This is an optimization exercise on Yosys and OpenROAD, whose aim is small area and a short achievable clock period, not a production implementation.
No run shown here included a check of the RTL's function; only the layout flow was run.
Power and IR drop assume default switching activity.

==> flow/design.v, too long to show whole: its modules and the start of the top module <==
// module alu: 650 lines
module alu(FPUCLK, RST, A, B, CTRL, OUT);
  // ...
==> flow/flow/run.sh <==
#!/bin/bash
set -euo pipefail
cd "$(dirname "$0")/.."
export BUFFER_PORTS_ARGS="-buffer_cell sky130_fd_sc_hd__buf_2"
export SYNTH_ARGS="-noabc"
bash standard.sh > standard_flow.log 2>&1
==> flow/standard.sh <==
#!/bin/bash
# synth_recipe.tcl (not shown) runs the flow's synth.tcl, then flattens the netlist and writes it again
# the make line also repeats each setting of config.mk as NAME=value (left out here)
make -C /OpenROAD-flow-scripts/flow DESIGN_CONFIG=/design/flow/config.mk WORK_HOME=/design/flow/orfs CLKGATE_MAP_FILE= SYNTH_SCRIPT=/design/flow/synth_recipe.tcl "${@:-finish}"
==> flow/config.mk <==
export PLATFORM = sky130hd
export DESIGN_NAME = alu
export DESIGN_NICKNAME = alu
export VERILOG_FILES = /design/flow/design.v
export SDC_FILE = /design/flow/constraint.sdc
export NUM_CORES = 4
export LEC_CHECK = 0
export CAP_MARGIN = 20
export CELL_PAD_IN_SITES_DETAIL_PLACEMENT = 1
export CORE_MARGIN = 2
export CORE_UTILIZATION = 35
export SETUP_SLACK_MARGIN = 3.6
export SLEW_MARGIN = 20
export TNS_END_PERCENT = 5
==> flow/constraint.sdc <==
create_clock -name core_clock -period 7.0 [get_ports {FPUCLK}]
set_input_delay 1.4000 -clock core_clock [delete_from_list [all_inputs] [get_ports {FPUCLK}]]
set_output_delay 1.4000 -clock core_clock [all_outputs]
set_load 0.01 [all_outputs]
==> results by group, run 1 <==
Timing
  • Tmin final: 3930 ps
  • Fmax: 254 MHz
  • # setup viols final: 0

Synthesis
  • Compound-Gate Fraction of Synth Area: 0.109
  • Yosys cell types: 72
  • Post-Syn Area: 20200 um2

Worst setup path
  • Crit-path slowest cell: fa_1
  • Crit path buffers/inverters: 0
  • Crit end category: register
  • RR Endpoint: r3_m[23]

Clock network
  • Clk latency of the worst-skew pair: 590 ps
  • Clock tree buffer depth: 3
  • Setup bufs post-CTS: 4
  • Clk sinks: 256

Finish
  • Multi-input logic portion of the cell area: 0.615
  • Top Registers: r2_m: 92 flops, r3_m: 25 flops
  • Register with the highest flop count: r2_m

Pwr
  • Combinational share of power: 0.617
  • Switching power: 0.00452 W
  • Part of the power in registers: 0.227
  • Top Consumer: combinational logic
  • P_int: 0.00552 W
  • Final Total Pwr: 0.0100 W
  • Leakage: 10.0 nW

Placed design
  • Placement Setup Slack: 2800 ps

Route
  • DRC: 0

Run status
  • Status: complete, no violations

Floorplan
  • Core Rows: 87

Min path
  • Hold Path End: r3_e[0]
==> inputs of run 2 (changes only) <==
--- a/flow/design.v
+++ b/flow/design.v
@@ -17,38 +17,36 @@
   wire sp_a = ~a_zero & b_zero;   
   wire sel_b = sp_b | (~sp_a & (dab[7] | (d_zero & f_lt)));
   wire swap = ~mul0 & sel_b;
   wire eff_sub = sa ^ sb ^ sub0;
   wire inf_s_add = a_inf ? sa : sb;
   wire [7:0] e_mul = ea + eb + 8'h81;
   wire s_mul = sa ^ sb;
   reg [22:0] nma, nmb;      
-  reg r1_swap, r1_mul, r1_sub, r1_sa, r1_sb, r1_inf, r1_zero;
+  reg r1_mul, r1_sub, r1_s, r1_inf, r1_zero;
   reg [7:0] r1_d;
   reg r1_sp;
-  reg [7:0] r1_ea, r1_eb;
+  reg [7:0] r1_e;
   always @(posedge FPUCLK) begin
-    nma <= ~fa;
-    nmb <= ~fb;
-    r1_swap <= swap;
+    nma <= ~(swap ? fb : fa);    
+    nmb <= ~(swap ? fa : fb);
     r1_mul <= mul0;
     r1_sub <= ~mul0 & eff_sub;
     r1_d <= dab;
     r1_sp <= sp_a | sp_b;
-    r1_ea <= mul0 ? e_mul : ea;
-    r1_eb <= eb;
-    r1_sa <= mul0 ? s_mul : ((a_inf | b_inf) ? inf_s_add : sa);
-    r1_sb <= (a_inf | b_inf) ? inf_s_add : (sp_b ? (sb | sub0) : (sb ^ sub0));
+    r1_e <= mul0 ? e_mul : (swap ? eb : ea);
+    r1_s <= swap ? ((a_inf | b_inf) ? inf_s_add : (sp_b ? (sb | sub0) : (sb ^ sub0)))
+                 : (mul0 ? s_mul : ((a_inf | b_inf) ? inf_s_add : sa));
     r1_inf <= a_inf | b_inf;
     r1_zero <= mul0 & (a_zero | b_zero);
   end
   wire [22:0] ma = ~nma, mb = ~nmb;
-  wire [22:0] xa = r1_swap ? mb : ma;
-  wire [22:0] xb = r1_swap ? ma : mb;
+  wire [22:0] xa = ma;
+  wire [22:0] xb = mb;
   wire [23:0] big = {1'b1, xa};
   wire neg = r1_d[7];
   wire [6:0] u = r1_d[6:0] ^ {7{neg}};
   wire [4:0] r1_sh = u[4:0];
   wire r1_shbig = (|u[6:5]) | (&u[4:3]) | (neg & (u[4:0] == 5'd23)) | r1_sp;
   wire [23:0] sh0 = {1'b1, xb};
   wire [23:0] sh1 = r1_sh[0] ? {1'b0, sh0[23:1]} : sh0;
   wire [23:0] sh2 = r1_sh[1] ? {2'b0, sh1[23:2]} : sh1;
@@ -494,20 +492,20 @@
   assign c434 = ((ma[20] & mb[22]) & ma[19]) | ((ma[20] & mb[22]) & c356) | (ma[19] & c356);
   assign s435 = mb[20] ^ (ma[22] & mb[21]) ^ (ma[21] & mb[22]);
   assign c436 = (mb[20] & (ma[22] & mb[21])) | (mb[20] & (ma[21] & mb[22])) | ((ma[22] & mb[21]) & (ma[21] & mb[22]));
   reg [91:0] r2_m;
   reg [7:0] r2_e;
   reg r2_mul, r2_sub, r2_s, r2_inf, r2_zero;
   always @(posedge FPUCLK) begin
     r2_m <= {(r1_mul ? 1'b0 : smx[23]), (r1_mul ? 1'b0 : big[23]), (r1_mul ? ma[22] : smx[22]), (r1_mul ? mb[22] : big[22]), (r1_mul & c436), (r1_mul & ma[21]), (r1_mul ? (ma[22] & mb[22]) : smx[21]), (r1_mul ? mb[21] : big[21]), (r1_mul & c434), (r1_mul & c432), (r1_mul ? ma[20] : smx[20]), (r1_mul ? s435 : big[20]), (r1_mul & c430), (r1_mul & c428), (r1_mul ? s433 : smx[19]), (r1_mul ? s431 : big[19]), (r1_mul & c426), (r1_mul & c424), (r1_mul ? s429 : smx[18]), (r1_mul ? s427 : big[18]), (r1_mul & c422), (r1_mul & c420), (r1_mul ? s425 : smx[17]), (r1_mul ? s423 : big[17]), (r1_mul & c418), (r1_mul & c416), (r1_mul ? s421 : smx[16]), (r1_mul ? s419 : big[16]), (r1_mul & c414), (r1_mul & c412), (r1_mul ? s417 : smx[15]), (r1_mul ? s415 : big[15]), (r1_mul & c410), (r1_mul & c408), (r1_mul ? s413 : smx[14]), (r1_mul ? s411 : big[14]), (r1_mul & c406), (r1_mul & c404), (r1_mul ? s409 : smx[13]), (r1_mul ? s407 : big[13]), (r1_mul & c402), (r1_mul & c400), (r1_mul ? s405 : smx[12]), (r1_mul ? s403 : big[12]), (r1_mul & c398), (r1_mul & c396), (r1_mul ? s401 : smx[11]), (r1_mul ? s399 : big[11]), (r1_mul & c394), (r1_mul & c392), (r1_mul ? s397 : smx[10]), (r1_mul ? s395 : big[10]), (r1_mul & c390), (r1_mul & c388), (r1_mul ? s393 : smx[9]), (r1_mul ? s391 : big[9]), (r1_mul & c386), (r1_mul & c384), (r1_mul ? s389 : smx[8]), (r1_mul ? s387 : big[8]), (r1_mul & c382), (r1_mul & c380), (r1_mul ? s385 : smx[7]), (r1_mul ? s383 : big[7]), (r1_mul & c378), (r1_mul & c376), (r1_mul ? s381 : smx[6]), (r1_mul ? s379 : big[6]), (r1_mul & c374), (r1_mul & c372), (r1_mul ? s377 : smx[5]), (r1_mul ? s375 : big[5]), (r1_mul & c370), (r1_mul & c368), (r1_mul ? s373 : smx[4]), (r1_mul ? s371 : big[4]), (r1_mul & c366), (r1_mul & c364), (r1_mul ? s369 : smx[3]), (r1_mul ? s367 : big[3]), (r1_mul & c362), (r1_mul & c360), (r1_mul ? s365 : smx[2]), (r1_mul ? s363 : big[2]), (r1_mul & c358), (r1_mul & c254), (r1_mul ? s361 : smx[1]), (r1_mul ? s359 : big[1]), (r1_mul & ma[0]), (r1_mul ? (ma[1] & mb[22]) : r1_sub), (r1_mul ? (ma[2] & mb[21]) : smx[0]), (r1_mul ? s357 : big[0])};
-    r2_e <= r1_swap ? r1_eb : r1_ea;
+    r2_e <= r1_e;
     r2_mul <= r1_mul;
     r2_sub <= r1_sub;
-    r2_s <= r1_swap ? r1_sb : r1_sa;
+    r2_s <= r1_s;
     r2_inf <= r1_inf;
     r2_zero <= r1_zero;
   end
   assign s437 = r2_m[0] ^ r2_m[1];
   assign c438 = r2_m[0] & r2_m[1];
   assign s439 = r2_m[4] ^ r2_m[5] ^ r2_m[6];
   assign c440 = (r2_m[4] & r2_m[5]) | (r2_m[4] & r2_m[6]) | (r2_m[5] & r2_m[6]);
   assign s441 = r2_m[8] ^ r2_m[9] ^ r2_m[10];
==> results by group, run 2 <==
Run status
  • Status: complete, no violations

Timing
  • Final Worst Setup Slack: 3060 ps
  • Slew Limit Fails: 0
  • Relative slew margins: 0.370
  • Slew @ Worst Pin: 944 ps
  • Clk_skew: 26.8 ps
  • Final count of hold timing violations: 0
  • Tmin final: 3940 ps (+6.29 ps)
  • Fmax: 254 MHz (-0.16%)
  • Period utilization: 0.563
  • RSZ-0062 raised after global routing: true
  • # setup viols final: 0 (unchanged)
  • Setup TNS: 0 ps

GRT
  • Largest net degree at the start of global routing: 100
  • Global route total overflow: 0
  • First-pass GRT wire length: 98500 um
  • GRT Util Overall: 0.212
  • Initial antenna violation count: 0
  • Vias in the first global route: 17400

Worst setup path
  • Reg2Reg Launch Point: nmb[7]
  • Crit path required time: 7400 ps
  • Crit path to: r2_m[21]
  • Depth of the most critical reg-to-reg path: 10
  • R2r setup slk: 3060 ps
  • Crit end category: register
  • Worst setup path start: nmb[7]
  • Crit path DAT: 4330 ps
  • RR Endpoint: r2_m[21]
  • Worst setup SP type: register
  • Critical path type: reg -> reg
  • Max FO, Critical Path: 12

Floorplan
  • Die X: 243 um
  • Die height: 243 um
  • Core Rows: 87 (unchanged)
  • Die area: 59100 um2
  • Core area: 56400 um2
  • Num ports: 101
  • Initial Util: 0.355

Finish
  • Commonest non-fill, non-tap cells in the layout: nor2_1, fa_1, dfxtp_1, inv_1, nand2_1
  • Most common cell after layout, fill and taps aside: nor2_1
  • Fin util: 0.400
  • Register with the highest flop count: r2_m
  • Nets: 2525
  • Ant diodes: 0
  • Design Area, Final: 22500 um2
  • Top Registers: r2_m: 92 flops, r3_m: 25 flops
  • Flip-flop count of the largest register after layout: 92
  • Layout cells sized above 1: 0.165
  • Area Growth Syn to Fin: 12.7%

Pwr
  • Worst IR Drop VDD: 0.000256 V
  • Pwr/cell area: 505 nW/um2
  • Leakage: 9.97 nW (-0.28%)

Synthesis
  • Yosys warns: 1
  • Most frequent cells after synthesis: nor2_1, fa_1, dfxtp_1
  • Post-synth top area cell: fa_1
  • Ys flop type: dfxtp_1
  • Synth top area share: 0.257
  • Most frequent cell after synthesis: nor2_1
  • Post-synth EDFFs: 0
  • #FFs+latches synth: 246
  • Asr flop ratio synth: 0.150
  • Register area share after synthesis: 0.256
  • Mapped Nets: 2472
  • Syn Inst Count: 2056
  • Top post-synthesis cells by area: fa_1, dfxtp_1, ha_1, nor2_1, mux2i_1
  • Syn avg cell area: 9.73 um2
  • Yosys cell types: 74 (+2.8%)
  • Post-Syn Area: 20000 um2 (-0.87%)

Route
  • Drt wl/cell: 21.9 um
  • Via density: 5.46
  • Post-route ant nets: 0
  • DR iter-0 viols: 1095
  • Via count of the routed design: 15800
  • DRC: 0 (unchanged)
  • DRT Pass-1 Iters: 5
  • Final WL: 63200 um

Placed design
  • Gpl congestion: 0.909
  • Placement Setup Slack: 1910 ps (-885 ps)
  • Post-DP Area: 21200 um2
  • Final HPWL from detailed placement: 46300 um
  • Number of port buffers: 99

Clock network
  • CTS Buf Count: 27
  • CTS tree: built
  • Clk latency of the worst-skew pair: 560 ps (-30 ps)
  • Number of H-tree levels: 1
  • Hold-fix buffers at CTS: 0
  • CTS root buffer: clkbuf_16
  • Clock slew at reported path FFs: 60 ps
  • Clock tree buffer depth: 3 (unchanged)
  • Clk sinks: 246 (-3.9%)

Job
  • MaxCap Viol Count: 0

Min path
  • Worst Hold Class: reg -> reg
==> run 2: cell types whose count changed in the layout (fill, tap and decap cells not counted), sizes merged, moves of 9 or more <==
cell / delta
mux2i: +42
nand3: +9
nand2: +26
a21oi: -18
mux2: -24
inv: -28
xnor2: -12
dfxtp: -10
nor2: -12
==> run 2: final cells by class <==
type / count / area, um2
clock buffers: 39 / 772
clock inverters: 10 / 93.8
fillers: 6476 / 33900
inverters: 133 / 519
multi-input cells: 1556 / 14100
flip-flops and latches: 246 / 5150
well taps: 756 / 946
repair buffers: 145 / 973
==> run 2: report_power, final <==
part,internal [W],switching (W),leakage [nW]
Combinational,0.00338,0.00422,7.37
Clock,0.000806,0.000585,0.416
Sequential,0.00193,0.000461,2.19
==> run 2: worst min path at each step <==
stage            start       to  slack (ps)  cells after the start
4_1_cts        r1_e[2]  r2_e[2]         330                      0
6_report       r1_e[3]  r2_e[3]         320                      0
3_3_place_gp   r1_zero  r2_zero         310                      0
3_5_place_dp    r2_inf   r3_inf         310                      0
2_1_floorplan  r1_e[0]  r2_e[0]         310                      0
5_1_grt        r1_e[4]  r2_e[4]         340                      0
==> run 2: metal layers <==
metal	part of all wire	wire length, um	GRT usage	vias to the layer above
met5	0	0	0	-
met4	0.042	2690	0.0868	0
met3	0.060	3800	0.0283	157
met2	0.48	30200	0.357	587
met1	0.42	26600	0.275	7977
li1	-	-	-	7032
==> run 2: through the flow <==
stage               std cells  hold slack [ps]  total power (W)
detailed placement       2818              313          0.00960
floorplan                2056              310          0.00748
global route             2885              337           0.0124
finish                   2885              325           0.0114
CTS                      2880              327           0.0112
global placement         2818              314          0.00930
==> run 2: critical path, stage by stage, from the launching register on <==
cell     delay [ps]
dfxtp_2         560
nor2_1          130
fa_1            520
fa_1            580
fa_1            460
fa_2            410
fa_2            470
a21o_1          190
mux2_4          270
o22ai_2         100
a31oi_2          70
==> run 2: kinds of logic after synthesis <==
logic type,after synthesis,share of synthesized area
AOI/OAI and AO/OA,327,0.107
muxes,138,0.0827
buffers and inverters,255,0.0538
DFF,246,0.256
and+or+nand+nor,684,0.160
adders and majority gates,347,0.314
xor gates and xnor gates,59,0.0270
==> run 2: repair_timing <==
action                     in CTS  in global routing
pin swaps                      12                 25
setup endpoints to repair     128                123
hold endpoints to repair        0                  0
buffers inserted               10                  5
gates cloned                    3                  0
resized for setup              43                 42

-- afterwards: timing with drivers on the ports --
In the flow no input, the clock included, has a driving cell. The finished layouts below were timed again as built, in two steps.
Step 1: set_driving_cell puts a clkbuf_16 on FPUCLK and a buf_2 on each other input, an assumption about the parent block.
Step 2 moves the port delays by t, midway between the first and last clock arrival at a register: inputs arrive t later, outputs are due t later. That takes back most of the time a late clock gives input paths.
Three values: no drivers, after step 1, after step 2; two values: the first two.
run	t, ns	setup WS [ns]	worst hold slack (ns)	worst slew at a driven data input, ns	pins driven straight from the clock port
run 1	0.638	3.068 / 3.068 / 3.019	0.323 / 0.323 / 0.323	0.06	1
run 2	0.607	3.062 / 3.062 / 2.857	0.325 / 0.325 / 0.325	0.05	1
After both steps setup and hold are still met in every run listed. The setup slack of run 2, which loses most, moves by 0.000 ns with the drivers and by -0.205 ns with both steps.
